This is an optimization exercise on Yosys and OpenROAD, whose aim is small area and a short achievable clock period, not a production implementation.
In this exercise RTL edits were held to simulation tests only and were not proved equivalent to the original.

08-25:
Design resize_datapath, start of the top module:
module resize_datapath (
  clk,
  reset_n,
  enable,
  data_in1,
  data_in2,
  scale,
  data_out
);
For scale: ~1,500 cells after synthesis, ~67 I/O pins, about 10,000 um2 of cells after synthesis.
==> module add_float, before the edit <==
module add_float (za, sa, pa, ha, ma, zb, sb, pb, hb, mb, c);
  input        za, sa, ha, zb, sb, hb;
  input  [4:0] pa, pb;
  input  [9:0] ma, mb;
  output [15:0] c;
  wire        s1 = ~za & sa;
  wire        s2 = ~zb & sb;
  wire        h1 = ~za & ha;
  wire        h2 = ~zb & hb;
  wire [4:0]  p1 = za ? 5'd0 : pa;
  wire [4:0]  p2 = zb ? 5'd0 : pb;
  wire [9:0]  m1 = za ? 10'd0 : ma;
  wire [9:0]  m2 = zb ? 10'd0 : mb;
  wire [4:0]  e1 = p1 + {4'd0, h1};
  wire [4:0]  e2 = p2 + {4'd0, h2};
  wire l;
  float_larger fl (.sa(s1), .ea(e1), .sb(s2), .eb(e2), .isLarger(l));
  wire        sx = l ? s1 : s2;
  wire        sy = l ? s2 : s1;
  wire [4:0]  ex = l ? e1 : e2;
  wire [9:0]  mx = l ? m1 : m2;
  wire [9:0]  my = l ? m2 : m1;
  wire [4:0]  da = e1 - e2;
  wire [4:0]  db = e2 - e1;
  wire [10:0] ys = align({1'b1, my}, l ? da : db);
  wire [11:0] s = ({2'b01, mx} ^ {12{sx}}) + ({1'b0, ys} ^ {12{sy}})
                  + {10'd0, sx, sy & ~sx};
  reg  [3:0]  lz;
  integer i;
  always @* begin
    lz = 4'd0;
    for (i = 0; i <= 10; i = i + 1)
      if (s[i]) lz = 4'd10 - i[3:0];
  end
  wire [10:0] sn = s[10:0] << lz;
  wire zero = (s == 12'd0);
  assign c[15]    = sx;
  assign c[14:10] = s[11] ? ex + 5'd1 :
                    zero  ? 5'd0 : ex - {1'b0, lz};
  assign c[9:0]   = s[11] ? 10'd0 : sn[9:0];
  function [10:0] align(input [10:0] mm, input [4:0] sh);
    reg [10:0] t;
    begin
      t = sh[0] ? {1'd0, mm[10:1]} : mm;
      t = sh[1] ? {2'd0, t[10:2]} : t;
      t = sh[2] ? {4'd0, t[10:4]} : t;
      t = sh[3] ? {8'd0, t[10:8]} : t;
      align = sh[4] ? 11'd0 : t;
    end
  endfunction
endmodule
==> flow/config.mk <==
export PLATFORM = sky130hd
export DESIGN_NAME = resize_datapath
export DESIGN_NICKNAME = resize_datapath
export VERILOG_FILES = /design/flow/design.v
export SDC_FILE = /design/flow/constraint.sdc
export NUM_CORES = 4
export LEC_CHECK = 0
export ABC_AREA = 1
export CAP_MARGIN = 20
export CORE_MARGIN = 2
export CORE_UTILIZATION = 55
export PLACE_DENSITY = 0.7
export SETUP_SLACK_MARGIN = 5
export SLEW_MARGIN = 20
export SYNTH_HIERARCHICAL = 1
export SYNTH_MINIMUM_KEEP_SIZE = 0
==> flow/constraint.sdc <==
create_clock -name core_clock -period 25.0 [get_ports {clk}]
set_input_delay 5.0000 -clock core_clock [delete_from_list [all_inputs] [get_ports {clk}]]
set_output_delay 5.0000 -clock core_clock [all_outputs]
set_load 0.01 [all_outputs]
standard.sh (not shown) runs the stock make flow with config.mk's settings and CLKGATE_MAP_FILE= SYNTH_SCRIPT=/design/flow/synth_recipe.tcl, a recipe that flattens the netlist after the stock synthesis.
==> flow/flow/run.sh <==
#!/bin/bash
# Own layout flow:
#  1. the standard synthesis (bash standard.sh synth);
#  2. the logic between the registers and the full-adder cells is mapped
#     again by ABC for area (registers and full adders kept as they are);
#  3. the standard layout from the floorplan on, except that the delay
#     cells may not be used (so the port buffers are plain buffers); the
#     platform's own don't-use cells stay don't-use.
# Each tool's output goes to a log file of its own here (flow_*.log).
set -euo pipefail
W=$(pwd)
R=$W/orfs/results/$FLOW_PLATFORM/resize_datapath/base
YOSYS=$FLOW_HOME/../tools/install/yosys/bin/yosys
LIB=$FLOW_HOME/platforms/sky130hd/lib/sky130_fd_sc_hd__tt_025C_1v80.lib

bash standard.sh synth > "$W/flow_synth.log" 2>&1
cp "$R/1_2_yosys.v" "$W/standard_1_2_yosys.v"

DL="sky130_fd_sc_hd__clkdlybuf4s15_1 sky130_fd_sc_hd__clkdlybuf4s15_2 sky130_fd_sc_hd__clkdlybuf4s18_1 sky130_fd_sc_hd__clkdlybuf4s18_2 sky130_fd_sc_hd__clkdlybuf4s25_1 sky130_fd_sc_hd__clkdlybuf4s25_2 sky130_fd_sc_hd__clkdlybuf4s50_1 sky130_fd_sc_hd__clkdlybuf4s50_2 sky130_fd_sc_hd__dlygate4sd1_1 sky130_fd_sc_hd__dlygate4sd2_1 sky130_fd_sc_hd__dlygate4sd3_1 sky130_fd_sc_hd__dlymetal6s2s_1 sky130_fd_sc_hd__dlymetal6s4s_1 sky130_fd_sc_hd__dlymetal6s6s_1"
PLAT=$(sed -n '/^export DONT_USE_CELLS/,/^[^ ]/p' "$FLOW_HOME/platforms/sky130hd/config.mk" | grep -o 'sky130_fd_sc_hd__[A-Za-z0-9_]*' | tr '\n' ' ')
DONT_ALL="$DL $PLAT"
# ABC may not use the don't-use cells, nor the multi-output adder cells
ABC_DONT=$(for c in $DONT_ALL sky130_fd_sc_hd__fa_1 sky130_fd_sc_hd__fa_2 sky130_fd_sc_hd__fa_4 sky130_fd_sc_hd__fah_1 sky130_fd_sc_hd__fahcin_1 sky130_fd_sc_hd__fahcon_1 sky130_fd_sc_hd__ha_1 sky130_fd_sc_hd__ha_2 sky130_fd_sc_hd__ha_4; do printf -- "-dont_use $c "; done)
printf 'set_driving_cell sky130_fd_sc_hd__buf_1\nset_load 5\n' > "$W/resyn.constr"
echo 'strash; dch; map -a; topo; stime -c; upsize -c; dnsize -c' > "$W/resyn.abc"
cat > "$W/resyn.ys" <<EOS
read_liberty -ignore_miss_func $LIB
blackbox sky130_fd_sc_hd__fa_1 sky130_fd_sc_hd__fa_2 sky130_fd_sc_hd__fa_4 sky130_fd_sc_hd__dfrtp_1 sky130_fd_sc_hd__dfrtp_2 sky130_fd_sc_hd__dfrtp_4
read_verilog $W/standard_1_2_yosys.v
hierarchy -top $FLOW_TOP
flatten
opt_clean -purge
abc -liberty $LIB -constr $W/resyn.constr -script $W/resyn.abc $ABC_DONT
opt_clean -purge
hilomap -singleton -hicell sky130_fd_sc_hd__conb_1 HI -locell sky130_fd_sc_hd__conb_1 LO
splitnets
opt_clean -purge
write_verilog -noattr -nohex -nodec $W/resyn.v
EOS
"$YOSYS" -s "$W/resyn.ys" > "$W/flow_resyn.log" 2>&1
# read the new netlist back on its own and check it
"$YOSYS" -p "read_liberty -lib $LIB; read_verilog $W/resyn.v; hierarchy -check -top $FLOW_TOP; check -assert -mapped; stat -liberty $LIB" > "$W/flow_resyn_check.log" 2>&1
cp "$W/resyn.v" "$R/1_2_yosys.v"
touch "$R/1_2_yosys.v"

bash standard.sh "DONT_USE_CELLS=$DONT_ALL" finish > "$W/flow_finish.log" 2>&1
Looking at the reports, 08-25 completed the entire flow and the layout it produced met the timing, DRC and antenna checks.
The inputs of 03-27 differ from those of 08-25 as listed below.
--- a/flow/design.v
+++ b/flow/design.v
@@ -26,14 +26,16 @@
   wire [4:0]  ex = l ? e1 : e2;
   wire [9:0]  mx = l ? m1 : m2;
   wire [9:0]  my = l ? m2 : m1;
   wire [4:0]  da = e1 - e2;
   wire [4:0]  db = e2 - e1;
   wire [10:0] ys = align({1'b1, my}, l ? da : db);
-  wire [11:0] s = ({2'b01, mx} ^ {12{sx}}) + ({1'b0, ys} ^ {12{sy}})
-                  + {10'd0, sx, sy & ~sx};
+  wire [11:0] xp = {2'b01, mx};
+  wire [11:0] xn = ~xp + 12'd1;
+  wire [11:0] ax = sx ? xn : xp;
+  wire [11:0] s  = ax + ({1'b0, ys} ^ {12{sy}}) + {11'd0, sy};
   reg  [3:0]  lz;
   integer i;
   always @* begin
     lz = 4'd0;
     for (i = 0; i <= 10; i = i + 1)
       if (s[i]) lz = 4'd10 - i[3:0];
- Compared with 08-25, in 03-27 total placed instance area held; die footprint now sits at about the same level.
- Hold slack across 08-25 and 03-27: no real change.
- Looking at routed wire length across both flows, 03-27 is the stronger of the two, with 08-25 trailing.
- Any difference in post-route cell area between 08-25 and 03-27 is small enough to ignore.

[separate check: timing with driven ports]
How much do the figures lean on ideal ports? The routed layouts below were timed once more, with nothing changed but the port constraints.
Step 1: set_driving_cell puts a clkbuf_16 on clk and a buf_2 on each other input, an assumption about the parent block.
Step 2 moves the port delays by t, midway between the first and last clock arrival at a register: inputs arrive t later, outputs are due t later. That takes back most of the time a late clock gives input paths.
Three values: ideal, step 1, step 2; two values: the first two.
run | t (ns) | setup WS [ns] | slew at the worst register clock pin (ns) | cell pins on the clock port's net
08-25 | 0.267 | 6.735 / 6.738 / 6.471 | 0.05 / 0.05 | 1
03-27 | 0.269 | 6.820 / 6.827 / 6.558 | 0.05 / 0.05 | 1
After both steps every run listed still meets setup and hold. The setup slack of 08-25, which loses most, moves by +0.003 ns with the drivers and by -0.264 ns with both steps.
